This design comes from an exercise in tuning for small area, a short achievable clock period and few clock cycles per item on the open sky130 flow, not from production work.
RTL that was checked went through simulation tests only; none was proved equivalent to the original.
No functional check of the RTL was part of run 6.
Power is estimated from default activity; no workload was simulated.

**design/flow/config.mk**
```make
export PLATFORM = sky130hd
export DESIGN_NAME = net_16_8_8_4_16_1_5
export DESIGN_NICKNAME = net_16_8_8_4_16_1_5
export VERILOG_FILES = /design/flow/design.v
export SDC_FILE = /design/flow/constraint.sdc
export NUM_CORES = 4
export LEC_CHECK = 0
export ABC_CLOCK_PERIOD_IN_PS = 4000
export CAP_MARGIN = 20
export CORE_MARGIN = 2
export CORE_UTILIZATION = 30
export PLACE_DENSITY = 0.45
export SLEW_MARGIN = 20
```
**design/flow/design.v**
```verilog
module net_16_8_8_4_16_1_5(clk, reset, input_valid, input_ready, input_data,
                           output_valid, output_ready, output_data);
  input                        clk, reset, input_valid, output_ready;
  input  signed [15:0]         input_data;
  output logic signed [15:0]   output_data;
  output logic                 output_valid, input_ready;
  function automatic logic signed [15:0] mulsat(input logic [7:0] s, input logic signed [16:0] u,
                                                input logic signed [16:0] nu);
    logic signed [17:0] a1, a2, n1, n2, q0, q1;
    logic signed [19:0] pr;
    a1 = u;
    a2 = a1 <<< 1;
    n1 = nu;
    n2 = n1 <<< 1;
    q0 = ({18{s[0]}} & a1) | ({18{s[1]}} & a2) | ({18{s[2]}} & n1) | ({18{s[3]}} & n2);
    q1 = ({18{s[4]}} & a1) | ({18{s[5]}} & a2) | ({18{s[6]}} & n1) | ({18{s[7]}} & n2);
    pr = q1;
    pr = q0 + (pr <<< 2);
    if (pr[19] & ~&pr[18:15])      mulsat = 16'sh8000;
    else if (~pr[19] & |pr[18:15]) mulsat = 16'sh7fff;
    else                           mulsat = pr[15:0];
  endfunction
  function automatic logic signed [15:0] addsat(input logic signed [15:0] a, input logic signed [15:0] b);
    logic signed [16:0] s;
    s = a + b;
    if (s[16] != s[15]) addsat = s[16] ? 16'sh8000 : 16'sh7fff;
    else                addsat = s[15:0];
  endfunction
  function automatic logic [14:0] relu(input logic signed [15:0] a);
    relu = a[15] ? 15'd0 : a[14:0];
  endfunction
  genvar g;
  logic [3:0]          icnt;         
  logic                pend;         
  logic                accept;
  logic signed [16:0]  x_r, nx_r;    
  logic                xv;
  logic                xf, xl;       
  logic                pv, pf, pl;   
  logic [7:0]          dec1 [0:7];   
  logic                l1_full;      
  logic [14:0]         h1 [0:7];
  logic                h1_full;      
  logic                handoff, consume, h1_full_n, ready_n;
  logic [3:0]          icnt_n;
  logic                pend_n;
  logic signed [16:0]  in17;
  logic                busy, v2, v3, adv, stall, pz;
  logic [3:0]          step;
  logic [3:0]          sv;
  logic [14:0]         slot [0:3];
  assign accept    = input_valid & input_ready;
  assign consume   = adv & (step == 4'd15) & v2;
  assign handoff   = l1_full & (~h1_full | consume);
  assign h1_full_n = handoff | (h1_full & ~consume);
  assign icnt_n    = icnt + {3'd0, accept};
  assign pend_n    = (pend & ~handoff) | (accept & (icnt == 4'd15));
  assign ready_n   = (icnt_n != 4'd0) | ~pend_n | ~h1_full_n | (busy & v2 & (step == 4'd12));
  assign in17      = input_data;
  always_ff @(posedge clk) begin
    x_r  <= in17;
    nx_r <= -in17;
    if (reset) begin
      xf <= 1'b0;
      xl <= 1'b0;
      pf <= 1'b0;
      pl <= 1'b0;
      xv <= 1'b0;
      pv <= 1'b0;
      icnt <= 4'd0;
      pend <= 1'b0;
      l1_full <= 1'b0;
      input_ready <= 1'b1;         
    end else begin
      xf <= accept & (icnt == 4'd0);
      xl <= accept & (icnt == 4'd15);
      pf <= xf;
      pl <= xl;
      xv <= accept;
      pv <= xv;
      icnt <= icnt_n;
      pend <= pend_n;
      l1_full <= (l1_full & ~handoff) | pl;
      input_ready <= ready_n;
    end
  end
  assign dec1[0][0] = (icnt == 4'd11) | (icnt == 4'd15);
  assign dec1[0][1] = 1'b0;
  assign dec1[0][2] = (icnt == 4'd0) | (icnt == 4'd2) | (icnt == 4'd3) | (icnt == 4'd5) | (icnt == 4'd6) | (icnt == 4'd7) | (icnt == 4'd9);
  assign dec1[0][3] = (icnt == 4'd4) | (icnt == 4'd8) | (icnt == 4'd10) | (icnt == 4'd14);
  assign dec1[0][4] = (icnt == 4'd5) | (icnt == 4'd7) | (icnt == 4'd15);
  assign dec1[0][5] = (icnt == 4'd0) | (icnt == 4'd2) | (icnt == 4'd4) | (icnt == 4'd10);
  assign dec1[0][6] = (icnt == 4'd1) | (icnt == 4'd6) | (icnt == 4'd9) | (icnt == 4'd11) | (icnt == 4'd13);
  assign dec1[0][7] = (icnt == 4'd12);
  assign dec1[1][0] = (icnt == 4'd0) | (icnt == 4'd7) | (icnt == 4'd10) | (icnt == 4'd11);
  assign dec1[1][1] = 1'b0;
  assign dec1[1][2] = (icnt == 4'd2) | (icnt == 4'd4) | (icnt == 4'd8) | (icnt == 4'd15);
  assign dec1[1][3] = (icnt == 4'd3) | (icnt == 4'd6) | (icnt == 4'd13);
  assign dec1[1][4] = (icnt == 4'd1) | (icnt == 4'd3) | (icnt == 4'd4) | (icnt == 4'd5) | (icnt == 4'd8);
  assign dec1[1][5] = (icnt == 4'd2) | (icnt == 4'd13) | (icnt == 4'd15);
  assign dec1[1][6] = (icnt == 4'd9) | (icnt == 4'd11);
  assign dec1[1][7] = (icnt == 4'd10) | (icnt == 4'd12) | (icnt == 4'd14);
  assign dec1[2][0] = (icnt == 4'd4) | (icnt == 4'd11) | (icnt == 4'd14);
  assign dec1[2][1] = 1'b0;
  assign dec1[2][2] = (icnt == 4'd10) | (icnt == 4'd12) | (icnt == 4'd13);
  assign dec1[2][3] = (icnt == 4'd0) | (icnt == 4'd9);
  assign dec1[2][4] = (icnt == 4'd6) | (icnt == 4'd7) | (icnt == 4'd10);
  assign dec1[2][5] = (icnt == 4'd12);
  assign dec1[2][6] = (icnt == 4'd5) | (icnt == 4'd8) | (icnt == 4'd9) | (icnt == 4'd13);
  assign dec1[2][7] = (icnt == 4'd1) | (icnt == 4'd3) | (icnt == 4'd11) | (icnt == 4'd14) | (icnt == 4'd15);
  assign dec1[3][0] = (icnt == 4'd0) | (icnt == 4'd6) | (icnt == 4'd7) | (icnt == 4'd8) | (icnt == 4'd9) | (icnt == 4'd10) | (icnt == 4'd11) | (icnt == 4'd14);
  assign dec1[3][1] = 1'b0;
  assign dec1[3][2] = (icnt == 4'd4);
  assign dec1[3][3] = (icnt == 4'd2) | (icnt == 4'd12) | (icnt == 4'd13);
  assign dec1[3][4] = (icnt == 4'd9) | (icnt == 4'd13) | (icnt == 4'd14) | (icnt == 4'd15);
  assign dec1[3][5] = (icnt == 4'd2) | (icnt == 4'd12);
  assign dec1[3][6] = (icnt == 4'd0) | (icnt == 4'd5) | (icnt == 4'd6) | (icnt == 4'd8) | (icnt == 4'd11);
  assign dec1[3][7] = (icnt == 4'd3) | (icnt == 4'd7);
  assign dec1[4][0] = (icnt == 4'd0) | (icnt == 4'd8) | (icnt == 4'd10) | (icnt == 4'd15);
  assign dec1[4][1] = 1'b0;
  assign dec1[4][2] = (icnt == 4'd3) | (icnt == 4'd12) | (icnt == 4'd13) | (icnt == 4'd14);
  assign dec1[4][3] = (icnt == 4'd5) | (icnt == 4'd6) | (icnt == 4'd7) | (icnt == 4'd9);
  assign dec1[4][4] = (icnt == 4'd0) | (icnt == 4'd7) | (icnt == 4'd8) | (icnt == 4'd12) | (icnt == 4'd13);
  assign dec1[4][5] = (icnt == 4'd3) | (icnt == 4'd5) | (icnt == 4'd14);
  assign dec1[4][6] = (icnt == 4'd6) | (icnt == 4'd9) | (icnt == 4'd10) | (icnt == 4'd11);
  assign dec1[4][7] = (icnt == 4'd2);
  assign dec1[5][0] = (icnt == 4'd0) | (icnt == 4'd5) | (icnt == 4'd8) | (icnt == 4'd10) | (icnt == 4'd12) | (icnt == 4'd15);
  assign dec1[5][1] = 1'b0;
  assign dec1[5][2] = (icnt == 4'd1) | (icnt == 4'd4) | (icnt == 4'd6) | (icnt == 4'd14);
  assign dec1[5][3] = (icnt == 4'd9);
  assign dec1[5][4] = (icnt == 4'd1) | (icnt == 4'd4) | (icnt == 4'd6) | (icnt == 4'd7) | (icnt == 4'd9);
  assign dec1[5][5] = 1'b0;
  assign dec1[5][6] = (icnt == 4'd2) | (icnt == 4'd3) | (icnt == 4'd5) | (icnt == 4'd8) | (icnt == 4'd11) | (icnt == 4'd12);
  assign dec1[5][7] = (icnt == 4'd0) | (icnt == 4'd10) | (icnt == 4'd13);
  assign dec1[6][0] = (icnt == 4'd10) | (icnt == 4'd12) | (icnt == 4'd14);
  assign dec1[6][1] = 1'b0;
  assign dec1[6][2] = (icnt == 4'd15);
  assign dec1[6][3] = (icnt == 4'd1) | (icnt == 4'd3) | (icnt == 4'd8) | (icnt == 4'd11) | (icnt == 4'd13);
  assign dec1[6][4] = (icnt == 4'd5) | (icnt == 4'd9) | (icnt == 4'd11) | (icnt == 4'd14);
  assign dec1[6][5] = 1'b0;
  assign dec1[6][6] = (icnt == 4'd3) | (icnt == 4'd6) | (icnt == 4'd13) | (icnt == 4'd15);
  assign dec1[6][7] = (icnt == 4'd2) | (icnt == 4'd4) | (icnt == 4'd10);
  assign dec1[7][0] = (icnt == 4'd2) | (icnt == 4'd4) | (icnt == 4'd5) | (icnt == 4'd7) | (icnt == 4'd14);
  assign dec1[7][1] = 1'b0;
  assign dec1[7][2] = (icnt == 4'd0) | (icnt == 4'd1) | (icnt == 4'd10) | (icnt == 4'd13);
  assign dec1[7][3] = (icnt == 4'd8) | (icnt == 4'd11) | (icnt == 4'd12);
  assign dec1[7][4] = (icnt == 4'd1) | (icnt == 4'd3) | (icnt == 4'd5) | (icnt == 4'd10) | (icnt == 4'd11) | (icnt == 4'd12) | (icnt == 4'd14) | (icnt == 4'd15);
  assign dec1[7][5] = 1'b0;
  assign dec1[7][6] = (icnt == 4'd8) | (icnt == 4'd13);
  assign dec1[7][7] = (icnt == 4'd2) | (icnt == 4'd4) | (icnt == 4'd6) | (icnt == 4'd9);
  generate for (g = 0; g < 8; g++) begin : l1
    logic [7:0]         sel;          
    logic signed [15:0] p, acc;
    always_ff @(posedge clk) begin
      sel <= accept ? dec1[g] : 8'd0;        
      p   <= mulsat(sel, x_r, nx_r);
      acc <= addsat(pf ? 16'sd0 : acc, p);
      if (handoff) h1[g] <= relu(acc);
    end
  end endgenerate
  assign stall = (step == 4'd8) & v3 & sv[0];
  assign adv   = busy & ~stall & ~pz;
  always_ff @(posedge clk) begin
    if (reset) begin
      busy <= 1'b0;
      step <= 4'd0;
      v2 <= 1'b0;
      v3 <= 1'b0;
      h1_full <= 1'b0;
      pz <= 1'b0;
    end else begin
      h1_full <= h1_full_n;
      pz <= pz ^ (busy & ~adv);
      if (adv) begin
        step <= step + 4'd1;
        if (step == 4'd15) begin
          v2 <= h1_full_n;
          v3 <= v2;
          busy <= h1_full_n | v2;
        end
      end else if (~busy & handoff) begin
        busy <= 1'b1;
        step <= 4'd0;
        v2 <= 1'b1;
        v3 <= 1'b0;
      end
    end
  end
  logic [2:0]          c2;
  logic [7:0]          dec2 [0:3];
  logic [14:0]         u2;
  logic signed [16:0]  u2_r, nu2_r;
  logic                f2_d, f2_dd;
  logic [14:0]         h2 [0:3];
  assign c2 = step[2:0];
  assign u2 = h1[c2];
  always_ff @(posedge clk) begin
    u2_r  <= {2'b0, u2};
    nu2_r <= -{2'b0, u2};
    if (reset) begin
      f2_d <= 1'b0;
      f2_dd <= 1'b0;
    end else begin
      f2_d <= adv & (c2 == 3'd0);
      f2_dd <= f2_d;
    end
  end
  assign dec2[0][0] = (step == 4'd1) | (step == 4'd2) | (step == 4'd4);
  assign dec2[0][1] = 1'b0;
  assign dec2[0][2] = (step == 4'd5) | (step == 4'd14) | (step == 4'd15);
  assign dec2[0][3] = (step == 4'd3) | (step == 4'd11) | (step == 4'd13);
  assign dec2[0][4] = (step == 4'd1) | (step == 4'd6) | (step == 4'd7) | (step == 4'd10) | (step == 4'd14) | (step == 4'd15);
  assign dec2[0][5] = (step == 4'd5);
  assign dec2[0][6] = (step == 4'd3) | (step == 4'd8);
  assign dec2[0][7] = (step == 4'd4) | (step == 4'd12);
  assign dec2[1][0] = (step == 4'd2) | (step == 4'd4) | (step == 4'd6) | (step == 4'd8) | (step == 4'd12);
  assign dec2[1][1] = 1'b0;
  assign dec2[1][2] = (step == 4'd1) | (step == 4'd9);
  assign dec2[1][3] = (step == 4'd3) | (step == 4'd5) | (step == 4'd7) | (step == 4'd10) | (step == 4'd11) | (step == 4'd14);
  assign dec2[1][4] = (step == 4'd4) | (step == 4'd5) | (step == 4'd6) | (step == 4'd13) | (step == 4'd14);
  assign dec2[1][5] = (step == 4'd1) | (step == 4'd3) | (step == 4'd10);
  assign dec2[1][6] = (step == 4'd11) | (step == 4'd12);
  assign dec2[1][7] = (step == 4'd0) | (step == 4'd8) | (step == 4'd15);
  assign dec2[2][0] = (step == 4'd4) | (step == 4'd6) | (step == 4'd8) | (step == 4'd13) | (step == 4'd14);
  assign dec2[2][1] = 1'b0;
  assign dec2[2][2] = (step == 4'd3) | (step == 4'd10) | (step == 4'd15);
  assign dec2[2][3] = (step == 4'd0) | (step == 4'd2) | (step == 4'd5) | (step == 4'd11) | (step == 4'd12);
  assign dec2[2][4] = (step == 4'd1) | (step == 4'd4) | (step == 4'd7);
  assign dec2[2][5] = (step == 4'd12) | (step == 4'd15);
  assign dec2[2][6] = (step == 4'd0) | (step == 4'd2) | (step == 4'd5) | (step == 4'd10) | (step == 4'd13);
  assign dec2[2][7] = (step == 4'd6) | (step == 4'd14);
  assign dec2[3][0] = (step == 4'd3) | (step == 4'd10) | (step == 4'd12);
  assign dec2[3][1] = 1'b0;
  assign dec2[3][2] = (step == 4'd0) | (step == 4'd4) | (step == 4'd11) | (step == 4'd14);
  assign dec2[3][3] = (step == 4'd1) | (step == 4'd2) | (step == 4'd6) | (step == 4'd8) | (step == 4'd13) | (step == 4'd15);
  assign dec2[3][4] = (step == 4'd0) | (step == 4'd1) | (step == 4'd4) | (step == 4'd8) | (step == 4'd9) | (step == 4'd10) | (step == 4'd11) | (step == 4'd12);
  assign dec2[3][5] = (step == 4'd2) | (step == 4'd13) | (step == 4'd15);
  assign dec2[3][6] = (step == 4'd6) | (step == 4'd7) | (step == 4'd14);
  assign dec2[3][7] = (step == 4'd5);
  generate for (g = 0; g < 4; g++) begin : l2
    logic [7:0]         sel;
    logic signed [15:0] p, acc;
    always_ff @(posedge clk) begin
      sel <= (adv & v2) ? dec2[g] : 8'd0;
      p   <= mulsat(sel, u2_r, nu2_r);
      acc <= addsat(f2_dd ? 16'sd0 : acc, p);
      if (adv & ((step == 4'd10) | (step == 4'd2))) h2[g] <= relu(acc);
    end
  end endgenerate
  logic [3:0]          k3;
  logic [2:0]          c3;
  logic                pair, val3, f3_d, f3_dd;
  logic [7:0]          dec3 [0:1];
  logic [14:0]         u3;
  logic signed [16:0]  u3_r, nu3_r;
  logic [14:0]         y [0:3];
  assign k3   = step + 4'd5;           
  assign c3   = k3[3:1];
  assign pair = k3[0];
  assign val3 = (step >= 4'd11) ? v2 : v3;
  assign u3   = h2[c3[1:0]];
  always_ff @(posedge clk) begin
    u3_r   <= {2'b0, u3};
    nu3_r  <= -{2'b0, u3};
    if (reset) begin
      f3_d <= 1'b0;
      f3_dd <= 1'b0;
    end else begin
      f3_d <= adv & (c3 == 3'd0);
      f3_dd <= f3_d;
    end
  end
  assign dec3[0][0] = (step == 4'd0) | (step == 4'd2) | (step == 4'd11) | (step == 4'd12) | (step == 4'd13);
  assign dec3[0][1] = 1'b0;
  assign dec3[0][2] = (step == 4'd1) | (step == 4'd9);
  assign dec3[0][3] = (step == 4'd3) | (step == 4'd6) | (step == 4'd8) | (step == 4'd10);
  assign dec3[0][4] = (step == 4'd0) | (step == 4'd5) | (step == 4'd6) | (step == 4'd8) | (step == 4'd10) | (step == 4'd12) | (step == 4'd13) | (step == 4'd14) | (step == 4'd15);
  assign dec3[0][5] = 1'b0;
  assign dec3[0][6] = (step == 4'd2) | (step == 4'd7);
  assign dec3[0][7] = (step == 4'd11);
  assign dec3[1][0] = (step == 4'd6) | (step == 4'd13);
  assign dec3[1][1] = 1'b0;
  assign dec3[1][2] = (step == 4'd3) | (step == 4'd8) | (step == 4'd9) | (step == 4'd10) | (step == 4'd12) | (step == 4'd14) | (step == 4'd15);
  assign dec3[1][3] = (step == 4'd0) | (step == 4'd11);
  assign dec3[1][4] = (step == 4'd0) | (step == 4'd2) | (step == 4'd4) | (step == 4'd6) | (step == 4'd14) | (step == 4'd15);
  assign dec3[1][5] = (step == 4'd3) | (step == 4'd11) | (step == 4'd12);
  assign dec3[1][6] = (step == 4'd5) | (step == 4'd9);
  assign dec3[1][7] = (step == 4'd1) | (step == 4'd7);
  generate for (g = 0; g < 2; g++) begin : l3
    logic [7:0]         sel;
    logic signed [15:0] p, top, oth;
    always_ff @(posedge clk) begin
      sel <= (adv & val3) ? dec3[g] : 8'd0;
      p <= mulsat(sel, u3_r, nu3_r);
      top <= oth;
      oth <= addsat(f3_dd ? 16'sd0 : top, p);
    end
    assign y[g]     = relu(top);
    assign y[g + 2] = relu(oth);
  end endgenerate
  logic load, shift;
  assign load  = adv & (step == 4'd13) & v3;
  assign shift = sv[0] & output_ready;
  always_ff @(posedge clk) begin
    if (reset) sv <= 4'd0;
    else if (load) sv <= 4'b1111;
    else if (shift) sv <= {1'b0, sv[3:1]};
    if (load) begin
      slot[0] <= y[0];
      slot[1] <= y[1];
      slot[2] <= y[2];
      slot[3] <= y[3];
    end else if (shift) begin
      slot[0] <= slot[1];
      slot[1] <= slot[2];
      slot[2] <= slot[3];
    end
  end
  assign output_valid = sv[0];
  assign output_data  = {1'b0, slot[0]};
endmodule
```
**design/flow/flow/run.sh**
```bash
#!/bin/bash
set -euo pipefail
bash standard.sh synth > synth.log 2>&1
bash standard.sh SETUP_SLACK_MARGIN=7.2 finish > layout.log 2>&1
```
**design/flow/standard.sh**
```bash
#!/bin/bash
# synth_recipe.tcl (not shown) runs the flow's synth.tcl, then flattens the netlist and writes it again
# the make line also repeats each setting of config.mk as NAME=value (left out here)
make -C /OpenROAD-flow-scripts/flow DESIGN_CONFIG=/design/flow/config.mk WORK_HOME=/design/flow/orfs CLKGATE_MAP_FILE= SYNTH_SCRIPT=/design/flow/synth_recipe.tcl "${@:-finish}"
```
**design/flow/constraint.sdc**
```tcl
create_clock -name core_clock -period 11.0 [get_ports {clk}]
set_input_delay 2.2000 -clock core_clock [delete_from_list [all_inputs] [get_ports {clk}]]
set_output_delay 2.2000 -clock core_clock [all_outputs]
set_load 0.01 [all_outputs]
```
==> impl_metrics.json, run 1 <==
{
  "final_cells": 9579,
  "synth_top_area_cell": "dfxtp_1",
  "grt_usage_pct": 18.9,
  "wl_um": 202000,
  "grt_pass1_vias": 49500,
  "critPathLaunchType": "register",
  "synth_ff_type": "dfxtp_1",
  "synthMuxAreaShare_pct": 1.12,
  "crit_required_ns": 11.60,
  "fp.dieW_um": 455,
  "worstMarginPinSlew_ns": 1.06,
  "power_frac_clock_pct": 24.7,
  "path_clk_slew_ns": 0.06,
  "gr-total-overflow": 0,
  "ir_drop_uv": 115,
  "dr_total_vias": 51700,
  "tns_ns": 0,
  "start_util_pct": 30.2,
  "fin_skew_ns": 0.0479,
  "async_flop_share_pct": 0,
  "route.detailed.drc": 0,
  "end_kind": "register",
  "cp.arrival_ns": 4.39,
  "syn_avg_cell_area_um2": 8.72,
  "cp-endpoint": "l1[2].p[14]$_SDFF_PP0_",
  "final_max_slew_viol_count": 0,
  "rows": 165,
  "synth_fa_ha_area_share_pct": 11.0,
  "synth_commonest_cells": "dfxtp_1 (693), a21oi_1 (578), nand2_1 (525), nor2b_1 (502), ha_1 (473)",
  "slew_headroom_pct": 28.9,
  "startpoint": "nx_r[0]$_DFF_P_",
  "cap_violations": 0,
  "synth-edff-count": 240,
  "dpl.hpwl_um": 144000,
  "vias_per_cell": 5.40,
  "synth_compound_area_share_pct": 25.6,
  "power_density_mw_per_mm2": 213,
  "internal_power_uw": 9090,
  "worstSkewPairLatency_ns": 0.76,
  "io_pins": 38,
  "area_growth_pct": 13.3,
  "gp_congestion": 0.887,
  "grt_max_degree": 97,
  "period_share_pct": 34.5,
  "fmax_mhz": 264,
  "period_needed_ns": 3.79,
  "worst-setup-path-type": "reg -> reg",
  "hold_viol_final": 0,
  "antenna_found_initial": 5,
  "reg2reg_depth": 14,
  "ctsHoldBuffers": 0,
  "wl_per_cell_um": 21.1,
  "synth-simple-area-share_pct": 15.6,
  "netlist_area_mm2": 0.0609,
  "switchingPower_uw": 5610,
  "cts_max_path_buffers": 3,
  "setup_viol": 0,
  "synth_area_leaders": "dfxtp_1 (23%), edfxtp_1 (12%), ha_1 (9.7%)",
  "ys_ff_latch": 933,
  "cts_tree": "built",
  "worstPathMaxFanout": 32,
  "rsz0062_at_grt": "true",
  "design.core.area_mm2": 0.202,
  "reg2reg_slack_ns": 7.21,
  "drtIter0Drc": 5643,
  "ys_types": 98,
  "outcome": "timing/DRC/antenna clean",
  "synth_top_family_by_area": "compound AO/OA/AOI/OAI gates",
  "dr.pass1.iters": 13,
  "yosysMostFrequentCell": "dfxtp_1",
  "synth_top_area_share_pct": 22.8,
  "r2r_start": "nx_r[0]$_DFF_P_",
  "die_h_um": 455,
  "cts_root_buffer": "clkbuf_16",
  "postRouteAntennaNets": 0,
  "io_buffers": 36,
  "grt_pass1_wl_um": 306000,
  "switching_share_pct": 38.2,
  "die_area_mm2": 0.207,
  "synthXorXnorAreaFrac_pct": 6.49,
  "synthCells": 6988,
  "dp.cells": 9292,
  "yosysWarnings": 8,
  "syn_nets": 7509,
  "htree_levels": 3,
  "hold_path_class": "reg -> reg",
  "fin_nets": 7334,
  "r2r-end": "l1[2].p[14]$_SDFF_PP0_",
  "p_seq_share_pct": 33.1,
  "cts_sinks": 933,
  "power_frac_comb_pct": 42.2,
  "power_leakage_uw": 0.0299,
  "min_from": "l3[1].oth[13]$_DFF_P_",
  "ys_seq_area_share_pct": 34.6,
  "drive_above_1_share_pct": 9.74,
  "numCtsBuffers": 104
}
stage by stage:
stage / hold slack [ns] / instance area, µm² / total power (µW) / util (%) / worst slack [ns]
CTS: 0.318 / 67700 / 14700 / 33.5 / 7.10
global route: 0.323 / 69000 / 15700 / 34.2 / 7.02
detailed placement: 0.331 / 63300 / 10900 / 31.3 / 6.02
floorplan: 0.324 / 60900 / 9350 / - / 7.23
finish: 0.313 / 69000 / 14700 / 34.2 / 7.21
global placement: 0.325 / 63300 / 10900 / 31.3 / 6.09
repair_timing:
action                                  4_1_cts  5_1_grt
cloned                                        5        3
hold endpoints to repair                      0        0
gates resized for setup                     159      208
pin swaps                                    21       47
setup buffers                                33       46
endpoints found under the setup margin      488      417
state kept, by name, indices dropped and copies added (netlist names), 4 cells and up:
register and flops:
u3_r 14, l3.sel 13, l2.sel 27, slot 60, u2_r 14, sv 4
nu3_r 17, l1.acc 128, l3.oth 32, l2.acc 64, icnt 4, l2.p 64
step 4, x_r 15, l1.sel 51, h2 60, h1 120, l3.p 32
l3.top 32, nx_r 17, l1.p 128, nu2_r 17
worst min-delay path by stage:
stage | end | slack [ns] | cells past startpoint
detailed placement | l3[1].top[14]$_DFF_P_ | 0.33 | 0
global route | l3[1].top[13]$_DFF_P_ | 0.32 | 0
floorplan | l3[1].top[0]$_DFF_P_ | 0.32 | 0
CTS | l3[1].top[13]$_DFF_P_ | 0.32 | 0
finish | l3[1].top[13]$_DFF_P_ | 0.31 | 0
global placement | l3[1].top[3]$_DFF_P_ | 0.33 | 0
cells in the final DEF (no fill, tap or decap), types with 28 or more instances in the layout:
cell type	instances
dfxtp_1	578
a21oi_1	568
nand2_1	520
nor2b_1	500
ha_1	467
inv_1	430
nor2_1	359
o21ai_0	312
a22oi_1	301
a222oi_1	272
edfxtp_1	240
xnor2_1	224
a21o_1	203
xor2_1	200
nor3_1	120
o21a_1	116
clkbuf_16	107
buf_4	98
dfxtp_2	93
nand2b_1	89
nand3_1	86
o21bai_1	58
nand4_1	53
a31oi_1	34
a211oi_1	34
and3_1	31
o21ai_1	29
fa_1	28
power by group through the flow:
stage	Sequential, µW	Clock [µW]	Combinational (µW)
after CTS	4870	3730	6080
after detailed placement	4930	0	5940
after global placement	4940	0	5940
after global routing	4940	3870	6940
final	4870	3630	6210
after floorplan	4600	0	4750
routing by layer:
layer | GRT usage (%) | part of all wire (%) | vias to the layer above
li1 | - | - | 25200
met1 | 26.3 | 47 | 24600
met2 | 30.3 | 45 | 1573
met3 | 2.17 | 4.9 | 303
met4 | 6.36 | 3.5 | 0
met5 | 0 | 0 | -
final cells by class:
cell class | count | area, µm²
well taps | 2672 | 3340
flip-flops and latches | 933 | 21300
inverters | 437 | 1660
clock buffers | 138 | 2910
clock inverters | 57 | 663
diodes | 5 | 12.5
fillers | 20800 | 133000
repair buffers | 172 | 1710
multi-input cells | 5163 | 37400
repair inverters | 2 | 12.5
kinds of logic (layout without fill, tap and decap cells):
| family | count (synthesis) | count (layout) |
|---|---|---|
| and+or+nand+nor | 1900 | 1901 |
| xor gates and xnor gates | 447 | 447 |
| DFF | 933 | 933 |
| buffers and inverters | 897 | 806 |
| other | 1 | 6 |
| AOI/OAI and AO/OA | 2241 | 2245 |
| adders and majority gates | 523 | 523 |
| muxes | 46 | 46 |
critical path, cell delays in order, from the launching register on:
cell and delay (ns):
dfxtp_1 0.32, buf_6 0.33, o21a_1 0.21, ha_1 0.21, inv_1 0.08, fa_1 0.46
nor2b_1 0.18, o2111ai_1 0.12, nand4b_1 0.19, o31ai_2 0.12, o31ai_2 0.38, o211ai_1 0.19
o31a_2 0.39, buf_12 0.15, o31a_1 0.31
Testbench counts, summed over its fixed seeds: cycles 8,488, items 512.
==> run 2: changes to the inputs <==
==> design/flow/run.sh (new file) <==
#!/bin/bash
# synth_recipe.tcl (not shown) runs the flow's synth.tcl, then flattens the netlist and writes it again
# the make line also repeats each setting of config.mk as NAME=value (left out here)
make -C /OpenROAD-flow-scripts/flow DESIGN_CONFIG=/design/flow/config.mk WORK_HOME=/design/flow/orfs CLKGATE_MAP_FILE= SYNTH_SCRIPT=/design/flow/synth_recipe.tcl finish
--- a/design/flow/config.mk
+++ b/design/flow/config.mk
@@ -10,4 +10,5 @@
 export CORE_MARGIN = 2
 export CORE_UTILIZATION = 30
 export PLACE_DENSITY = 0.45
+export SETUP_SLACK_MARGIN = 5
 export SLEW_MARGIN = 20
removed: design/flow/flow/run.sh
removed: design/flow/standard.sh
==> impl_metrics.json, run 2 <==
{
  "outcome": "timing/DRC/antenna clean",
  "syn_nets": 7509,
  "fin_nets": 7245,
  "r2r_start": "step[2]$_SDFFE_PP0P_",
  "syn_avg_cell_area_um2": 8.72,
  "ir_drop_uv": 130,
  "yosysMostFrequentCell": "dfxtp_1",
  "crit_chain": "buf_4 > nor2b_1 > nand4_1 > nor2b_1 > nand2_1 > o21ai_1 > nand2_1 > inv_4 > buf_4",
  "holdPathStages": 0,
  "power_density_mw_per_mm2": 218,
  "vias_per_cell": 5.40,
  "drive_above_1_share_pct": 5.15,
  "design.core.area_mm2": 0.202,
  "cts_root_buffer": "clkbuf_16",
  "die_h_um": 455,
  "period_share_pct": 44.1,
  "cts_sinks": 933,
  "cts-resized-gates": 0,
  "ys_seq_area_share_pct": 34.6,
  "fillers": 21000,
  "reg2reg_slack_ns": 6.14,
  "synth_commonest_cells": "dfxtp_1 (693), a21oi_1 (578), nand2_1 (525), nor2b_1 (502), ha_1 (473)",
  "dpl.hpwl_um": 145000,
  "cts_max_path_buffers": 3,
  "cts_tree": "built",
  "grt_usage_pct": 18.8,
  "slew_headroom_pct": 25.8,
  "fin_skew_ns": 0.0628,
  "setup_viol": 0,
  "critPathLaunchType": "register",
  "dr.pass1.iters": 15,
  "worstSkewPairLatency_ns": 0.75,
  "power_leakage_uw": 0.0291,
  "synthCells": 6988,
  "finalInstanceArea_mm2": 0.0670,
  "cp.arrival_ns": 5.21,
  "ctsHoldBuffers": 0,
  "synth_top_area_cell": "dfxtp_1",
  "top_regs": "l1.acc: 128 flops, l1.p: 128 flops, h1: 120 flops",
  "numCtsBuffers": 105,
  "wl_per_cell_um": 21.1,
  "postRouteAntennaNets": 0,
  "area_growth_pct": 9.95,
  "layout_commonest_cell": "dfxtp_1",
  "io_buffers": 36,
  "r2r-end": "h1[7][11]$_SDFFCE_PP0P_",
  "crit_required_ns": 11.36,
  "rows": 165,
  "gr-total-overflow": 0,
  "path_clk_slew_ns": 0.06,
  "grt_pass1_vias": 49400,
  "startpoint": "step[2]$_SDFFE_PP0P_",
  "synth_area_leaders": "dfxtp_1 (23%), edfxtp_1 (12%), ha_1 (9.7%)",
  "wl_um": 200000,
  "cp_num_buf_inv": 3,
  "drtIter0Drc": 5993,
  "route.detailed.drc": 0,
  "worst-setup-path-type": "reg -> reg",
  "max_stage_delay_ns": 0.81,
  "yosysWarnings": 8,
  "ys_types": 98,
  "start_util_pct": 30.2,
  "antenna_found_initial": 4,
  "ys_ff_latch": 933,
  "grt_max_degree": 97,
  "io_pins": 38,
  "grt_pass1_wl_um": 304000,
  "worstPathMaxFanout": 75,
  "die_area_mm2": 0.207,
  "htree_levels": 3,
  "hold_viol_final": 0,
  "end_kind": "register",
  "cap_violations": 0,
  "postCtsSetupBuffers": 0,
  "synth-edff-count": 240,
  "tns_ns": 0,
  "dr_total_vias": 51300,
  "netlist_area_mm2": 0.0609,
  "rsz0062_at_grt": "false",
  "min_from": "l3[1].oth[14]$_DFF_P_",
  "gp_congestion": 0.888,
  "placed_area_mm2": 0.0633,
  "fmax_mhz": 206,
  "fp.dieW_um": 455,
  "final_max_slew_viol_count": 0,
  "cpLargestDelayFamily": "buffers and inverters",
  "hold_path_class": "reg -> reg",
  "synth_top_area_share_pct": 22.8,
  "cp_slowest_cell": "buf_4",
  "synth_ff_type": "dfxtp_1",
  "async_flop_share_pct": 0,
  "period_needed_ns": 4.86,
  "reg2reg_depth": 9,
  "mostFrequentLayoutCells": "dfxtp_1 (685), a21oi_1 (578), nand2_1 (524)",
  "hold_path_end": "l3[1].top[14]$_DFF_P_",
  "worstMarginPinSlew_ns": 1.11
}
[run 2: cell counts after synthesis]
Identical to the previous run, type by type.
[run 2: power by group]
part / total (µW) / internal (µW) / switching (µW)
sequential: 4860 / 4350 / 507
clock: 3710 / 2150 / 1560
combinational: 6020 / 2540 / 3480
total: 14600 / 9050 / 5540
[run 2: area by class of cell]
cell class	count	area [µm²]	area share [%]
antenna	4	10.0	0.0149
clock buffer	142	3040	4.55
clock inverter	57	653	0.975
inverter	437	1640	2.45
multi-input combinational	5158	36400	54.4
sequential	933	21100	31.5
tap	2672	3340	4.99
timing repair buffer	89	753	1.12
[run 2: worst register-to-register path, cell delays in order (launching register included)]
cell     delay [ns]
dfxtp_2        0.31
buf_4          0.51
nor2b_1        0.21
nand4_1        0.18
nor2b_1        0.37
nand2_1        0.61
o21ai_1        0.64
nand2_1        0.29
inv_4          0.49
buf_4          0.81
[run 2: worst max path at each step]
stage | to | depth (start not counted)
6_report | h1[7][11]$_SDFFCE_PP0P_ | 9
2_1_floorplan | h1[0][0]$_SDFFCE_PP0P_ | 9
3_5_place_dp | h1[7][14]$_SDFFCE_PP0P_ | 9
4_1_cts | h1[7][11]$_SDFFCE_PP0P_ | 9
5_1_grt | h1[3][11]$_SDFFCE_PP0P_ | 9
3_3_place_gp | h1[3][13]$_SDFFCE_PP0P_ | 9
[run 2: layer usage]
metal / up-vias / share of wire (%) / track usage (%)
met3: 310 / 5.3 / 2.60
met5: - / 0 / 0
met4: 0 / 3.5 / 6.43
li1: 25000 / - / -
met2: 1505 / 45 / 29.8
met1: 24400 / 47 / 25.9
[run 2: cell families (layout without fill, tap and decap cells)]
logic type | count (synthesis) | count (layout) | synth area share [%]
compound gates | 2241 | 2241 | 25.6
xor+xnor | 447 | 447 | 6.49
fa+ha+maj | 523 | 523 | 11.0
buf+inv | 897 | 725 | 5.63
flops | 933 | 933 | 34.6
mux | 46 | 46 | 1.12
other cells | 1 | 5 | 0.00616
simple gates | 1900 | 1900 | 15.6
[run 2: per-stage QoR]
step | std cells | hold slack, ns | power [µW] | utilization, % | setup WS [ns]
global placement | 9288 | 0.328 | 10900 | 31.3 | 6.23
finish | 9492 | 0.339 | 14600 | 33.2 | 6.14
global route | 9489 | 0.342 | 15600 | 33.2 | 5.79
floorplan | 6988 | 0.324 | 9350 | - | 6.34
CTS | 9487 | 0.335 | 14700 | 33.2 | 6.19
detailed placement | 9288 | 0.327 | 10900 | 31.3 | 6.20
==> run 3: changes to the inputs <==
==> design/flow/flow/run.sh (new file) <==
#!/bin/bash
set -euo pipefail
bash standard.sh synth > synth.log 2>&1
bash standard.sh SETUP_SLACK_MARGIN=7.5 finish > layout.log 2>&1
==> design/flow/standard.sh (new file) <==
#!/bin/bash
# synth_recipe.tcl (not shown) runs the flow's synth.tcl, then flattens the netlist and writes it again
# the make line also repeats each setting of config.mk as NAME=value (left out here)
make -C /OpenROAD-flow-scripts/flow DESIGN_CONFIG=/design/flow/config.mk WORK_HOME=/design/flow/orfs CLKGATE_MAP_FILE= SYNTH_SCRIPT=/design/flow/synth_recipe.tcl "${@:-finish}"
--- a/design/flow/config.mk
+++ b/design/flow/config.mk
@@ -10,5 +10,4 @@
 export CORE_MARGIN = 2
 export CORE_UTILIZATION = 30
 export PLACE_DENSITY = 0.45
-export SETUP_SLACK_MARGIN = 5
 export SLEW_MARGIN = 20
removed: design/flow/run.sh
==> impl_metrics.json, run 3 <==
{
  "die_area_mm2": 0.207,
  "dpl.hpwl_um": 144000,
  "cts_sinks": 933,
  "cp_num_buf_inv": 3,
  "yosysMostFrequentCell": "dfxtp_1",
  "layout_commonest_cell": "dfxtp_1",
  "wl_per_cell_um": 21.7,
  "gp_congestion": 0.883,
  "period_share_pct": 33.5,
  "area_growth_pct": 19.6,
  "synthCells": 6988,
  "route.detailed.drc": 0,
  "rows": 165,
  "cts_tree": "built",
  "hold_path_end": "l3[1].top[10]$_DFF_P_",
  "reg2reg_depth": 14,
  "tns_ns": 0,
  "period_needed_ns": 3.68,
  "synth_top_area_share_pct": 22.8,
  "critPathLaunchType": "register",
  "postRouteAntennaNets": 0,
  "worstMarginPinSlew_ns": 0.933,
  "setup_viol": 0,
  "synth_fa_ha_area_share_pct": 11.0,
  "async_flop_share_pct": 0,
  "crit_required_ns": 11.58,
  "register_area_mm2": 0.0214,
  "r2r_start": "x_r[1]$_DFF_P_",
  "synth_area_leaders": "dfxtp_1 (23%), edfxtp_1 (12%), ha_1 (9.7%)",
  "synth_commonest_cells": "dfxtp_1 (693), a21oi_1 (578), nand2_1 (525), nor2b_1 (502), ha_1 (473)",
  "netlist_area_mm2": 0.0609,
  "synth_top_family_by_area": "compound AO/OA/AOI/OAI gates",
  "top_regs": "l1.acc: 128 flops, l1.p: 128 flops, h1: 120 flops",
  "design.core.area_mm2": 0.202,
  "ys_seq_area_share_pct": 34.6,
  "cts_max_path_buffers": 3,
  "io_pins": 38,
  "grt_usage_pct": 19.3,
  "r2r-end": "l1[7].p[14]$_SDFF_PP0_",
  "end_kind": "register",
  "dr.pass1.iters": 13,
  "synthMuxAreaShare_pct": 1.12,
  "setup_slack_ns": 7.32,
  "worst-setup-path-type": "reg -> reg",
  "mostFrequentLayoutCells": "dfxtp_1 (557), nand2_1 (511), nor2b_1 (491)",
  "start_util_pct": 30.2,
  "die_h_um": 455,
  "fmax_mhz": 272,
  "synthXorXnorAreaFrac_pct": 6.49,
  "yosysWarnings": 8,
  "grt_pass1_wl_um": 311000,
  "hold_viol_final": 0,
  "cp.arrival_ns": 4.27,
  "numCtsBuffers": 103,
  "worstSkewPairLatency_ns": 0.75,
  "reg2reg_slack_ns": 7.32,
  "power_leakage_uw": 0.0312,
  "dr_total_vias": 53100,
  "cap_violations": 0,
  "placed_area_mm2": 0.0634,
  "synth-simple-area-share_pct": 15.6,
  "antenna_found_initial": 9,
  "crit_chain": "buf_12 > a222oi_1 > buf_4 > inv_1 > ha_4 > a211oi_4 > nor2_2 > o41ai_4 > o21ai_2 > a221o_1 > a311oi_2 > xnor2_2 > a41o_4 > o21a_1",
  "htree_levels": 3,
  "drtIter0Drc": 6126,
  "worstPathMaxFanout": 11,
  "rsz0062_at_grt": "true",
  "syn_nets": 7509,
  "ys_types": 98,
  "min_from": "l3[1].oth[10]$_DFF_P_",
  "syn_avg_cell_area_um2": 8.72,
  "fin_skew_ns": 0.0646,
  "max_stage_delay_ns": 0.39,
  "outcome": "timing/DRC/antenna clean",
  "grt_max_degree": 97,
  "fillers": 20600,
  "grt_pass1_vias": 50400,
  "ys_ff_latch": 933,
  "gr-total-overflow": 0,
  "path_clk_slew_ns": 0.06,
  "synth-edff-count": 240,
  "synth_ff_type": "dfxtp_1",
  "hold_path_class": "reg -> reg",
  "io_buffers": 36,
  "slew_headroom_pct": 37.8,
  "multi_input_area_mm2": 0.0395,
  "fin_nets": 7493,
  "wl_um": 212000,
  "vias_per_cell": 5.46,
  "pre_cts_ws_ns": 6.28,
  "cts_root_buffer": "clkbuf_16",
  "synth_top_area_cell": "dfxtp_1",
  "cpLargestDelayFamily": "compound AO/OA/AOI/OAI gates",
  "ir_drop_uv": 134,
  "holdPathStages": 0,
  "power_density_mw_per_mm2": 206,
  "finalInstanceArea_mm2": 0.0729,
  "drive_above_1_share_pct": 16.1,
  "cp_slowest_cell": "a221o_1",
  "synth_compound_area_share_pct": 25.6,
  "final_max_slew_viol_count": 0,
  "fp.dieW_um": 455,
  "ctsHoldBuffers": 0
}
==> run 3: cell counts after synthesis <==
Identical to the previous run, type by type.
==> run 3: per-layer routing <==
metal  vias to the layer above  routed length [µm]  global-route usage, %
met4                         2                6830                   6.34
met1                     25600               94600                   26.3
met5                         -                  12                      0
met2                      1658               97600                   31.4
met3                       342               12400                   2.68
li1                      25500                   -                      -
==> run 3: through the flow <==
step	power (µW)	hold slack (ns)	util, %	cells
floorplan	9350	0.324	-	6988
global placement	10900	0.326	31.4	9294
detailed placement	10900	0.332	31.4	9295
CTS	14800	0.347	34.5	9608
global route	16100	0.352	36.1	9733
finish	15000	0.344	36.1	9734
==> run 3: kinds of logic after synthesis <==
| logic type | count (synthesis) |
|---|---|
| AO/OA/AOI/OAI | 2241 |
| AND/OR/NAND/NOR | 1900 |
| flip-flops | 933 |
| buffers and inverters | 897 |
| adder cells (fa/ha/maj) | 523 |
| XOR/XNOR | 447 |
| multiplexers | 46 |
| other | 1 |
==> run 3: power by group <==
| group | total [µW] | internal, µW | switching [µW] |
|---|---|---|---|
| sequential | 4840 | 4340 | 501 |
| clock | 3630 | 2080 | 1550 |
| combinational | 6560 | 2870 | 3690 |
| total | 15000 | 9290 | 5740 |
==> run 3: how the worst max path moves through the flow <==
stage               cells after the start  slack (ns)                     end             from
floorplan                               7        7.48        nx_r[13]$_DFF_P_    input_data[3]
global placement                        9        6.18  input_ready$_SDFF_PP1_      input_valid
detailed placement                      9        6.28  input_ready$_SDFF_PP1_      input_valid
CTS                                    14        7.36  l1[7].p[14]$_SDFF_PP0_   x_r[2]$_DFF_P_
global route                           15        7.19   l1[7].p[1]$_SDFF_PP0_  nx_r[2]$_DFF_P_
finish                                 14        7.32  l1[7].p[14]$_SDFF_PP0_   x_r[1]$_DFF_P_
==> run 3: repair_timing <==
action                     CTS  global route
buffers inserted           105           107
pin swaps                   93           213
setup endpoints to repair  598           440
hold endpoints to repair     0             0
resized for setup          484           411
cloned                      15            16
==> run 3: final cells by class <==
type                    count  share of cell area, %
well taps                2672                   4.59
clock buffers             128                   3.85
diodes                      2                0.00687
repair buffers            327                   4.71
inverters                 437                   2.27
multi-input cells        5170                   54.2
clock inverters            65                   1.01
flip-flops and latches    933                   29.4
==> run 3: worst register-to-register path: cells and delay by family (launching register included) <==
kind | cells | cell delay [ns]
compound gates | 8 | 2.18
simple gates | 1 | 0.10
buf+inv | 3 | 0.41
flops | 1 | 0.37
xor+xnor | 1 | 0.21
fa+ha+maj | 1 | 0.25
==> run 4: changes to the inputs <==
==> design/flow/flow/run.sh (replaced) <==
#!/bin/bash
set -euo pipefail
bash standard.sh synth > synth.log 2>&1
bash standard.sh SETUP_SLACK_MARGIN=7.1 finish > layout.log 2>&1
==> impl_metrics.json, run 4 <==
{
  "io_buffers": 36,
  "grt_usage_pct": 19.0,
  "netlist_area_mm2": 0.0609,
  "grt_max_degree": 97,
  "ctsHoldBuffers": 0,
  "r2r_start": "x_r[1]$_DFF_P_",
  "vias_per_cell": 5.43,
  "die_area_mm2": 0.207,
  "dpl.hpwl_um": 143000,
  "layout_commonest_cell": "dfxtp_1",
  "worstSkewPairLatency_ns": 0.76,
  "dr.pass1.iters": 17,
  "final_max_slew_viol_count": 0,
  "grtUsageMet1_pct": 26.0,
  "cp.arrival_ns": 1.61,
  "fin_skew_ns": 0.0564,
  "ys_seq_area_share_pct": 34.6,
  "placed_area_mm2": 0.0633,
  "drive_above_1_share_pct": 8.29,
  "postRouteAntennaNets": 0,
  "synth-simple-area-share_pct": 15.6,
  "slew_headroom_pct": 29.5,
  "synth_commonest_cells": "dfxtp_1 (693), a21oi_1 (578), nand2_1 (525), nor2b_1 (502), ha_1 (473)",
  "cap_violations": 0,
  "cts_root_buffer": "clkbuf_16",
  "period_share_pct": 34.7,
  "cts_sinks": 933,
  "hold_path_class": "reg -> reg",
  "cts_max_path_buffers": 3,
  "cp_num_buf_inv": 1,
  "synth_ff_type": "dfxtp_1",
  "rsz0062_at_grt": "true",
  "wl_um": 203000,
  "ir_drop_uv": 149,
  "route.detailed.drc": 0,
  "period_needed_ns": 3.81,
  "area_growth_pct": 12.2,
  "io_pins": 38,
  "top_regs": "l1.acc: 128 flops, l1.p: 128 flops, h1: 120 flops",
  "busiest_layer": "met2",
  "final_cells": 9558,
  "dr_total_vias": 51900,
  "crit_chain": "clkdlybuf4s50_1",
  "min_from": "l3[1].oth[14]$_DFF_P_",
  "use_met3_pct": 2.59,
  "start_util_pct": 30.2,
  "fp.dieW_um": 455,
  "end_kind": "output pin",
  "synthCells": 6988,
  "yosysWarnings": 8,
  "gp_congestion": 0.877,
  "fin_nets": 7313,
  "power_leakage_uw": 0.0296,
  "tns_ns": 0,
  "critPathLaunchType": "register",
  "synth_top_family_by_area": "compound AO/OA/AOI/OAI gates",
  "synthXorXnorAreaFrac_pct": 6.49,
  "cp_slowest_cell": "clkdlybuf4s50_1",
  "outcome": "timing/DRC/antenna clean",
  "synth_fa_ha_area_share_pct": 11.0,
  "synth-edff-count": 240,
  "max_stage_delay_ns": 0.54,
  "drtIter0Drc": 5553,
  "worstPathMaxFanout": 1,
  "rows": 165,
  "crit_required_ns": 8.80,
  "yosysMostFrequentCell": "dfxtp_1",
  "worstMarginPinSlew_ns": 1.05,
  "cpLargestDelayFamily": "buffers and inverters",
  "ys_ff_latch": 933,
  "die_h_um": 455,
  "synth_compound_area_share_pct": 25.6,
  "syn_avg_cell_area_um2": 8.72,
  "gr-total-overflow": 0,
  "numCtsBuffers": 106,
  "synth_area_leaders": "dfxtp_1 (23%), edfxtp_1 (12%), ha_1 (9.7%)",
  "startpoint": "slot[0][0]$_DFFE_PP_",
  "worst-setup-path-type": "reg -> out",
  "finalInstanceArea_mm2": 0.0684,
  "wl_per_cell_um": 21.2,
  "hold_viol_final": 0,
  "synthMuxAreaShare_pct": 1.12,
  "synth_top_area_cell": "dfxtp_1",
  "power_density_mw_per_mm2": 214,
  "grt_pass1_vias": 50100,
  "path_clk_slew_ns": 0.06,
  "synth_top_area_share_pct": 22.8,
  "async_flop_share_pct": 0,
  "use_met2_pct": 30.6,
  "setup_viol": 0,
  "htree_levels": 3,
  "ys_types": 98,
  "design.core.area_mm2": 0.202,
  "syn_nets": 7509,
  "grt_pass1_wl_um": 307000,
  "antenna_found_initial": 5,
  "fmax_mhz": 262,
  "mostFrequentLayoutCells": "dfxtp_1 (591), a21oi_1 (575), nand2_1 (520)",
  "dp.cells": 9291,
  "cts_tree": "built"
}
## run 4: per-layer routing
layer,vias up,part of all wire [%]
met5,-,0
met1,24800,46
met3,286,5.3
met2,1610,45
met4,0,3.2
li1,25200,-
## run 4: power by group
group	switching, µW	internal (µW)
logic	3570	2640
clock network	1540	2010
registers	503	4350
## run 4: repair_timing
| item | CTS | global route |
|---|---|---|
| pin swaps | 11 | 39 |
| setup endpoints to repair | 495 | 399 |
| buffers inserted | 16 | 41 |
| cloned | 2 | 6 |
| resized for setup | 102 | 179 |
## run 4: worst reg2reg max path, delay by kind of cell (launching register included)
family,cells,cell delay (ns)
xor+xnor,1,0.19
buf+inv,3,0.42
compound gates,8,2.34
fa+ha+maj,1,0.31
simple gates,1,0.12
flops,1,0.31
## run 4: final cells by class
| class | instances | area, µm² |
|---|---|---|
| Antenna cell | 1 | 2.50 |
| Clock buffer | 146 | 3010 |
| Clock inverter | 55 | 518 |
| Fill cell | 20900 | 134000 |
| Inverter | 437 | 1650 |
| Multi-Input combinational cell | 5163 | 37100 |
| Sequential cell | 933 | 21300 |
| Tap cell | 2672 | 3340 |
| Timing Repair Buffer | 149 | 1470 |
| Timing Repair inverter | 2 | 12.5 |
## run 4: path summary, 6_finish.rpt
| check | endpoint | slack (ns) | depth (start not counted) |
|---|---|---|---|
| hold reg to reg | l3[1].top[14]$_DFF_P_ | 0.34 | 0 |
| setup reg to reg | l1[7].p[0]$_SDFF_PP0_ | 7.22 | 14 |
| setup / recovery | output_data[0] | 7.19 | 1 |
| hold / removal | l3[1].top[14]$_DFF_P_ | 0.34 | 0 |
## run 4: per-stage QoR
stage	total power, µW	util, %	worst slack, ns	hold slack [ns]
after floorplan	9350	-	7.16	0.324
after global placement	10900	31.3	5.88	0.327
after detailed placement	10900	31.3	5.75	0.333
after CTS	14600	33.3	7.10	0.348
after global routing	15700	33.9	7.05	0.357
final	14600	33.9	7.19	0.343
## run 4: cell families after synthesis
group,count (synthesis)
AOI/OAI and AO/OA,2241
xor gates and xnor gates,447
adders and majority gates,523
buffers and inverters,897
DFF,933
muxes,46
other,1
and+or+nand+nor,1900
==> run 5: changes to the inputs <==
==> design/flow/flow/run.sh (replaced) <==
#!/bin/bash
set -euo pipefail
bash standard.sh synth > synth.log 2>&1
bash standard.sh SETUP_SLACK_MARGIN=7.3 finish > layout.log 2>&1
--- a/design/flow/config.mk
+++ b/design/flow/config.mk
@@ -8,6 +8,6 @@
 export ABC_CLOCK_PERIOD_IN_PS = 4000
 export CAP_MARGIN = 20
 export CORE_MARGIN = 2
-export CORE_UTILIZATION = 30
-export PLACE_DENSITY = 0.45
+export CORE_UTILIZATION = 25
+export PLACE_DENSITY = 0.4
 export SLEW_MARGIN = 20
==> impl_metrics.json, run 5 <==
{
  "hold_path_class": "reg -> reg",
  "setup_viol": 0,
  "rsz0062_at_grt": "true",
  "area_growth_pct": 17.7,
  "cts_max_path_buffers": 3,
  "cp.arrival_ns": 4.40,
  "worstSkewPairLatency_ns": 0.76,
  "grt_max_degree": 96,
  "register_area_mm2": 0.0214,
  "synthCells": 6988,
  "yosysMostFrequentCell": "dfxtp_1",
  "drive_above_1_share_pct": 12.3,
  "end_kind": "register",
  "fin_nets": 7412,
  "wl_um": 217000,
  "numCtsBuffers": 110,
  "wl_per_cell_um": 21.3,
  "p_total_uw": 15100,
  "io_pins": 38,
  "worstPathMaxFanout": 7,
  "synth_top_area_cell": "dfxtp_1",
  "finalInstanceArea_mm2": 0.0717,
  "power_leakage_uw": 0.0306,
  "mostFrequentLayoutCells": "dfxtp_1 (568), a21oi_1 (529), nand2_1 (514)",
  "worst-setup-path-type": "reg -> reg",
  "crit_required_ns": 11.64,
  "cts_sinks": 933,
  "power_density_mw_per_mm2": 211,
  "period_share_pct": 34.2,
  "rows": 181,
  "final_core_util_pct": 29.5,
  "crit_chain": "buf_12 > buf_12 > a222oi_1 > inv_1 > ha_4 > a211oi_4 > o2111ai_2 > a41o_1 > a31o_2 > and3_4 > o41ai_4 > xor2_2 > inv_2 > o21a_4 > a21oi_4",
  "ys_types": 98,
  "fmax_mhz": 266,
  "vias_per_cell": 5.15,
  "slew_headroom_pct": 30.6,
  "ys_seq_area_share_pct": 34.6,
  "async_flop_share_pct": 0,
  "period_needed_ns": 3.76,
  "cts_tree": "built",
  "layout_commonest_cell": "dfxtp_1",
  "cp_slowest_cell": "a222oi_1",
  "ir_drop_uv": 120,
  "worstMarginPinSlew_ns": 1.04,
  "drtIter0Drc": 5236,
  "synth_area_leaders": "dfxtp_1 (23%), edfxtp_1 (12%), ha_1 (9.7%)",
  "synth_ff_type": "dfxtp_1",
  "grt_pass1_vias": 50000,
  "multi_input_area_mm2": 0.0382,
  "ys_ff_latch": 933,
  "gp_congestion": 0.843,
  "design.core.area_mm2": 0.243,
  "yosysWarnings": 8,
  "route.detailed.drc": 0,
  "start_util_pct": 25.1,
  "synth_commonest_cells": "dfxtp_1 (693), a21oi_1 (578), nand2_1 (525), nor2b_1 (502), ha_1 (473)",
  "cts_root_buffer": "clkbuf_16",
  "placed_area_mm2": 0.0639,
  "dr_total_vias": 52500,
  "die_area_mm2": 0.248,
  "netlist_area_mm2": 0.0609,
  "antenna_found_initial": 8,
  "dr.pass1.iters": 14,
  "fin_skew_ns": 0.0470,
  "critPathLaunchType": "register",
  "die_h_um": 498,
  "final_max_slew_viol_count": 0,
  "synth_top_area_share_pct": 22.8,
  "gr-total-overflow": 0,
  "hold_viol_final": 0,
  "critPathMostFrequentCell": "buf_12",
  "fp.dieW_um": 498,
  "syn_avg_cell_area_um2": 8.72,
  "syn_nets": 7509,
  "synth-edff-count": 240,
  "postRouteAntennaNets": 0,
  "dpl.hpwl_um": 149000,
  "fillers": 25600,
  "top_regs": "l1.acc: 128 flops, l1.p: 128 flops, h1: 120 flops",
  "tns_ns": 0,
  "path_clk_slew_ns": 0.06,
  "outcome": "timing/DRC/antenna clean",
  "io_buffers": 36,
  "htree_levels": 3,
  "max_stage_delay_ns": 0.36,
  "grt_pass1_wl_um": 317000,
  "cap_violations": 0,
  "grt_usage_pct": 16.3
}
-- run 5: changes by cell type in the layout (fill, tap and decap cells not counted), sizes merged, moves of 3 or more --
cell	delta
buf	+78
bufinv	+3
clkbuf	+30
clkdlybuf4s15	+10
clkdlybuf4s50	-6
clkinv	-7
dlygate4sd2	-4
-- run 5: cell families after synthesis --
group	after synthesis	share of synthesized area, %
AOI/OAI and AO/OA	2241	25.6
and+or+nand+nor	1900	15.6
DFF	933	34.6
buffers and inverters	897	5.63
adders and majority gates	523	11.0
xor gates and xnor gates	447	6.49
muxes	46	1.12
other	1	0.00616
-- run 5: final timing paths --
kind	start	endpoint	slack, ns	cells past startpoint
max reg2reg	x_r[3]$_DFF_P_	l1[5].p[6]$_SDFF_PP0_	7.24	15
max	x_r[3]$_DFF_P_	l1[5].p[6]$_SDFF_PP0_	7.24	15
min reg2reg	l3[1].oth[3]$_DFF_P_	l3[1].top[3]$_DFF_P_	0.34	0
min	l3[1].oth[3]$_DFF_P_	l3[1].top[3]$_DFF_P_	0.34	0
-- run 5: worst max-delay path, delay by kind of cell, from the launching register on --
kind / cells / cell delay [ns]
AOI/OAI and AO/OA: 8 / 1.99
buffers and inverters: 4 / 0.54
DFF: 1 / 0.35
xor gates and xnor gates: 1 / 0.31
adders and majority gates: 1 / 0.27
and+or+nand+nor: 1 / 0.19
-- run 5: cell type report --
type,count,area share (%)
repair inverters,2,0.0175
flip-flops and latches,933,29.8
clock buffers,160,4.47
repair buffers,242,3.73
well taps,3202,5.59
clock inverters,50,0.771
inverters,437,2.30
diodes,2,0.00698
multi-input cells,5165,53.3
-- run 5: where the power goes --
| part | internal [µW] | leakage [µW] | switching (µW) |
|---|---|---|---|
| combinational | 2770 | 0.0208 | 3720 |
| clock | 2180 | 0.00183 | 1570 |
| sequential | 4350 | 0.00797 | 527 |
| total | 9290 | 0.0306 | 5810 |
-- run 5: per-layer routing --
layer	share of wire, %	track usage, %	vias to the layer above	wire [µm]
li1	-	-	25400	-
met1	47	22.8	25400	101000
met2	45	26.1	1458	98600
met3	5.3	2.17	264	11600
met4	2.8	4.49	0	6060
met5	0	0	-	0
-- run 5: through the flow --
| step | worst slack, ns | hold WS, ns | std cells |
|---|---|---|---|
| 2_1_floorplan | 7.31 | 0.324 | 6988 |
| 3_3_place_gp | 5.81 | 0.328 | 9819 |
| 3_5_place_dp | 5.76 | 0.332 | 9819 |
| 4_1_cts | 7.28 | 0.345 | 10100 |
| 5_1_grt | 7.13 | 0.351 | 10200 |
| 6_report | 7.24 | 0.344 | 10200 |
-- run 5: repair_timing --
action / in CTS / in global routing
endpoints found under the setup margin: 597 / 463
gates resized for setup: 252 / 347
hold buffers: 0 / 0
pin swaps: 39 / 140
cloned: 4 / 24
setup buffers: 36 / 98
==> run 6: changes to the inputs <==
--- a/design/flow/design.v
+++ b/design/flow/design.v
@@ -45,7 +45,7 @@
   logic [3:0]          icnt_n;
   logic                pend_n;
   logic signed [16:0]  in17;
-  logic                busy, v2, v3, adv, stall, pz;
+  logic                busy, v2, v3, adv;
   logic [3:0]          step;
   logic [3:0]          sv;
   logic [14:0]         slot [0:3];
@@ -70,7 +70,7 @@
       icnt <= 4'd0;
       pend <= 1'b0;
       l1_full <= 1'b0;
-      input_ready <= 1'b1;         
+      input_ready <= 1'b0;
     end else begin
       xf <= accept & (icnt == 4'd0);
       xl <= accept & (icnt == 4'd15);
@@ -158,8 +158,7 @@
       if (handoff) h1[g] <= relu(acc);
     end
   end endgenerate
-  assign stall = (step == 4'd8) & v3 & sv[0];
-  assign adv   = busy & ~stall & ~pz;
+  assign adv = busy & ~((step == 4'd8) & v3 & sv[0]);
   always_ff @(posedge clk) begin
     if (reset) begin
       busy <= 1'b0;
@@ -167,10 +166,8 @@
       v2 <= 1'b0;
       v3 <= 1'b0;
       h1_full <= 1'b0;
-      pz <= 1'b0;
     end else begin
       h1_full <= h1_full_n;
-      pz <= pz ^ (busy & ~adv);
       if (adv) begin
         step <= step + 4'd1;
         if (step == 4'd15) begin
@@ -249,7 +246,7 @@
   end endgenerate
   logic [3:0]          k3;
   logic [2:0]          c3;
-  logic                pair, val3, f3_d, f3_dd;
+  logic                pair, val3, f3_d, f3_dd, a3_d, a3_dd;
   logic [7:0]          dec3 [0:1];
   logic [14:0]         u3;
   logic signed [16:0]  u3_r, nu3_r;
@@ -265,9 +262,13 @@
     if (reset) begin
       f3_d <= 1'b0;
       f3_dd <= 1'b0;
+      a3_d <= 1'b0;
+      a3_dd <= 1'b0;
     end else begin
       f3_d <= adv & (c3 == 3'd0);
       f3_dd <= f3_d;
+      a3_d <= adv;
+      a3_dd <= a3_d;
     end
   end
   assign dec3[0][0] = (step == 4'd0) | (step == 4'd2) | (step == 4'd11) | (step == 4'd12) | (step == 4'd13);
@@ -292,8 +293,10 @@
     always_ff @(posedge clk) begin
       sel <= (adv & val3) ? dec3[g] : 8'd0;
       p <= mulsat(sel, u3_r, nu3_r);
-      top <= oth;
-      oth <= addsat(f3_dd ? 16'sd0 : top, p);
+      if (a3_dd) begin
+        top <= oth;
+        oth <= addsat(f3_dd ? 16'sd0 : top, p);
+      end
     end
     assign y[g]     = relu(top);
     assign y[g + 2] = relu(oth);
==> design/flow/flow/run.sh (replaced) <==
#!/bin/bash
set -euo pipefail
bash standard.sh synth > synth.log 2>&1
bash standard.sh SETUP_SLACK_MARGIN=7.5 finish > layout.log 2>&1
--- a/design/flow/config.mk
+++ b/design/flow/config.mk
@@ -8,6 +8,5 @@
 export ABC_CLOCK_PERIOD_IN_PS = 4000
 export CAP_MARGIN = 20
 export CORE_MARGIN = 2
-export CORE_UTILIZATION = 25
-export PLACE_DENSITY = 0.4
+export CORE_UTILIZATION = 40
 export SLEW_MARGIN = 20
==> impl_metrics.json, run 6 <==
{
  "numCtsBuffers": 101,
  "start_util_pct": 40.2,
  "top_regs": "l1.acc: 128 flops, l1.p: 128 flops, h1: 120 flops",
  "grt_max_degree": 88,
  "async_flop_share_pct": 0,
  "tns_ns": 0,
  "final_max_slew_viol_count": 0,
  "power_leakage_uw": 0.0312,
  "grt_pass1_vias": 50200,
  "setup_viol": 0,
  "fp.dieW_um": 397,
  "fin_skew_ns": 0.0321,
  "synthCells": 7107,
  "worstMarginPinSlew_ns": 0.937,
  "dpl.hpwl_um": 133000,
  "dr_total_vias": 54500,
  "die_area_mm2": 0.158,
  "drtIter0Drc": 7363,
  "design.core.area_mm2": 0.154,
  "antenna_found_initial": 0,
  "dp.cells": 8773,
  "grt_pass1_wl_um": 294000,
  "max_stage_delay_ns": 0.42,
  "r2r-end": "l1[5].p[11]$_SDFF_PP0_",
  "ys_types": 102,
  "fmax_mhz": 273,
  "final_cells": 9238,
  "syn_avg_cell_area_um2": 8.69,
  "path_clk_slew_ns": 0.06,
  "period_share_pct": 33.3,
  "cp_slowest_cell": "or3_4",
  "die_h_um": 397,
  "grt_usage_pct": 23.4,
  "ys_seq_area_share_pct": 35.2,
  "io_pins": 38,
  "synth-edff-count": 304,
  "worstSkewPairLatency_ns": 0.74,
  "mostFrequentLayoutCells": "nand2_1 (570), a21oi_1 (538), dfxtp_1 (503)",
  "cts_max_path_buffers": 3,
  "wl_per_cell_um": 21.6,
  "crit_required_ns": 11.60,
  "yosysWarnings": 8,
  "netlist_area_mm2": 0.0617,
  "cts_sinks": 934,
  "period_needed_ns": 3.67,
  "fin_nets": 7627,
  "power_density_mw_per_mm2": 179,
  "min_from": "l3[1].oth[10]$_DFFE_PP_",
  "reg2reg_depth": 16,
  "slew_headroom_pct": 37.5,
  "syn_nets": 7628,
  "drive_above_1_share_pct": 16.2,
  "diodes": 0,
  "yosysMostFrequentCell": "dfxtp_1",
  "cts_root_buffer": "clkbuf_16",
  "layout_commonest_cell": "nand2_1",
  "reg2reg_slack_ns": 7.33,
  "ir_drop_uv": 134,
  "htree_levels": 3,
  "worst-setup-path-type": "reg -> reg",
  "r2r_start": "x_r[3]$_DFF_P_",
  "hold_path_end": "l3[1].top[10]$_DFFE_PP_",
  "wl_um": 199000,
  "dr.pass1.iters": 16,
  "rsz0062_at_grt": "true",
  "synth_top_area_cell": "dfxtp_1",
  "area_growth_pct": 18.2,
  "postRouteAntennaNets": 0,
  "gp_congestion": 0.931,
  "synth_area_leaders": "dfxtp_1 (20%), edfxtp_1 (15%), ha_1 (9.6%)",
  "crit_chain": "buf_12 > buf_12 > a222oi_1 > buf_4 > inv_2 > ha_4 > a211oi_4 > o21ai_2 > a31oi_2 > o21ai_2 > a311o_1 > xor2_1 > or3_4 > o21ai_4 > clkbuf_16 > o21ai_2",
  "synth_top_area_share_pct": 20.4,
  "cts_tree": "built",
  "cp.arrival_ns": 4.27,
  "vias_per_cell": 5.90,
  "io_buffers": 36,
  "cap_violations": 0,
  "hold_path_class": "reg -> reg",
  "ys_ff_latch": 934,
  "critPathMostFrequentCell": "o21ai_2",
  "route.detailed.drc": 0,
  "critPathLaunchType": "register",
  "gr-total-overflow": 0,
  "synth_ff_type": "dfxtp_1",
  "worstPathMaxFanout": 7,
  "outcome": "timing/DRC/antenna clean",
  "ctsHoldBuffers": 0,
  "synth_commonest_cells": "dfxtp_1 (630), a21oi_1 (600), nand2_1 (588), nor2b_1 (503), ha_1 (473)",
  "holdPathStages": 0,
  "end_kind": "register",
  "rows": 144,
  "hold_viol_final": 0
}
run 6: cell count changes after synthesis, moves of 22 or more:
cell	previous run	this run
o21ai_0	316	443
nand2b_1	91	159
a21o_1	203	139
edfxtp_1	240	304
dfxtp_1	693	630
nand2_1	525	588
o31ai_1	18	45
xor2_1	203	176
inv_1	433	407
nand4_1	53	28
a21oi_1	578	600
a22oi_1	301	323
nor3_1	123	101
run 6: what timing repair did:
item | CTS | global route
endpoints found under the setup margin | 611 | 548
gates resized for setup | 482 | 521
setup buffers | 98 | 139
pin swaps | 81 | 222
cloned | 14 | 23
run 6: per-layer routing:
| metal | vias to the layer above | track usage, % | share of wire (%) |
|---|---|---|---|
| met1 | 25700 | 31.9 | 43 |
| met4 | 0 | 11.6 | 5.9 |
| met5 | - | 0 | 0 |
| li1 | 26000 | - | - |
| met2 | 2323 | 36.5 | 44 |
| met3 | 511 | 3.12 | 7.1 |
run 6: how the worst max path moves through the flow:
stage                             from  cells after the start                      to
6_report                x_r[3]$_DFF_P_                     16  l1[5].p[11]$_SDFF_PP0_
3_3_place_gp             pf$_SDFF_PP0_                     13   l1[4].acc[11]$_DFF_P_
2_1_floorplan     step[1]$_SDFFE_PP0P_                     10  h1[0][0]$_SDFFCE_PP0P_
5_1_grt        l3[0].sel[6]$_SDFF_PN0_                     15  l3[0].p[12]$_SDFF_PP0_
3_5_place_dp             pf$_SDFF_PP0_                     13   l1[4].acc[11]$_DFF_P_
4_1_cts                 x_r[3]$_DFF_P_                     15   l1[4].p[7]$_SDFF_PP0_
run 6: area by class of cell:
| cell class | instances | area (µm²) |
|---|---|---|
| clock buffers | 123 | 2820 |
| clock inverters | 68 | 754 |
| fillers | 14300 | 80700 |
| inverters | 410 | 1550 |
| multi-input cells | 5319 | 39900 |
| flip-flops and latches | 934 | 22000 |
| well taps | 2044 | 2560 |
| repair buffers | 339 | 3410 |
| repair inverters | 1 | 5.00 |
run 6: metrics by stage:
step	instance area, µm²	total power [µW]	hold WS, ns	util (%)	worst slack (ns)
after detailed placement	63300	8910	0.425	41.2	6.14
after global placement	63300	8830	0.421	41.2	6.29
final	73000	13100	0.421	47.5	7.33
after CTS	69300	12800	0.424	45.1	7.40
after floorplan	61800	7840	0.413	-	7.32
after global routing	73000	13900	0.436	47.5	7.16
run 6: kinds of logic (layout without fill, tap and decap cells):
family	after synthesis	in the layout	synth area share (%)
buf+inv	873	941	5.39
xor+xnor	402	402	5.73
fa+ha+maj	538	538	11.1
other cells	1	1	0.00607
flops	934	934	35.2
mux	37	38	0.922
simple gates	2011	2025	16.4
compound gates	2311	2315	25.3
run 6: power by group:
| group | switching [µW] | total, µW | leakage, µW | internal (µW) |
|---|---|---|---|---|
| logic | 2730 | 4890 | 0.0214 | 2160 |
| clock network | 1540 | 3630 | 0.00175 | 2080 |
| registers | 391 | 4590 | 0.00801 | 4190 |
run 6: critical path: cells and delay by family (launching register included):
family	cells	cell delay (ns)
AOI/OAI and AO/OA	8	1.68
DFF	1	0.36
xor gates and xnor gates	1	0.19
and+or+nand+nor	1	0.42
adders and majority gates	1	0.22
buffers and inverters	5	0.70

==> afterwards: timing with drivers on the ports <==
In the flow no input, the clock included, has a driving cell. The finished layouts below were timed again as built, in two steps.
Step 1: set_driving_cell puts a clkbuf_16 on clk and a buf_2 on each other input, an assumption about the parent block.
Step 2, shift: input delay + t, output delay - t, t = (earliest + latest rising clock arrival at the registers) / 2. This alone moves slack from input paths to output paths.
Three values: no drivers, after step 1, after step 2; two values: the first two.
run	t, ns	slack for setup (ns)	worst slew at a driven data input, ns
run 1	0.820	7.209 / 7.199 / 6.515	0.05
run 2	0.807	6.144 / 6.144 / 6.144	0.04
run 3	0.807	7.317 / 7.317 / 6.787	0.04
run 4	0.818	7.185 / 7.101 / 6.481	0.03
run 5	0.828	7.238 / 7.238 / 6.590	0.04
run 6	0.798	7.333 / 7.333 / 6.815	0.03
After both steps setup and hold are still met in every run listed. The setup slack of run 4, which loses most, moves by -0.084 ns with the drivers and by -0.704 ns with both steps.
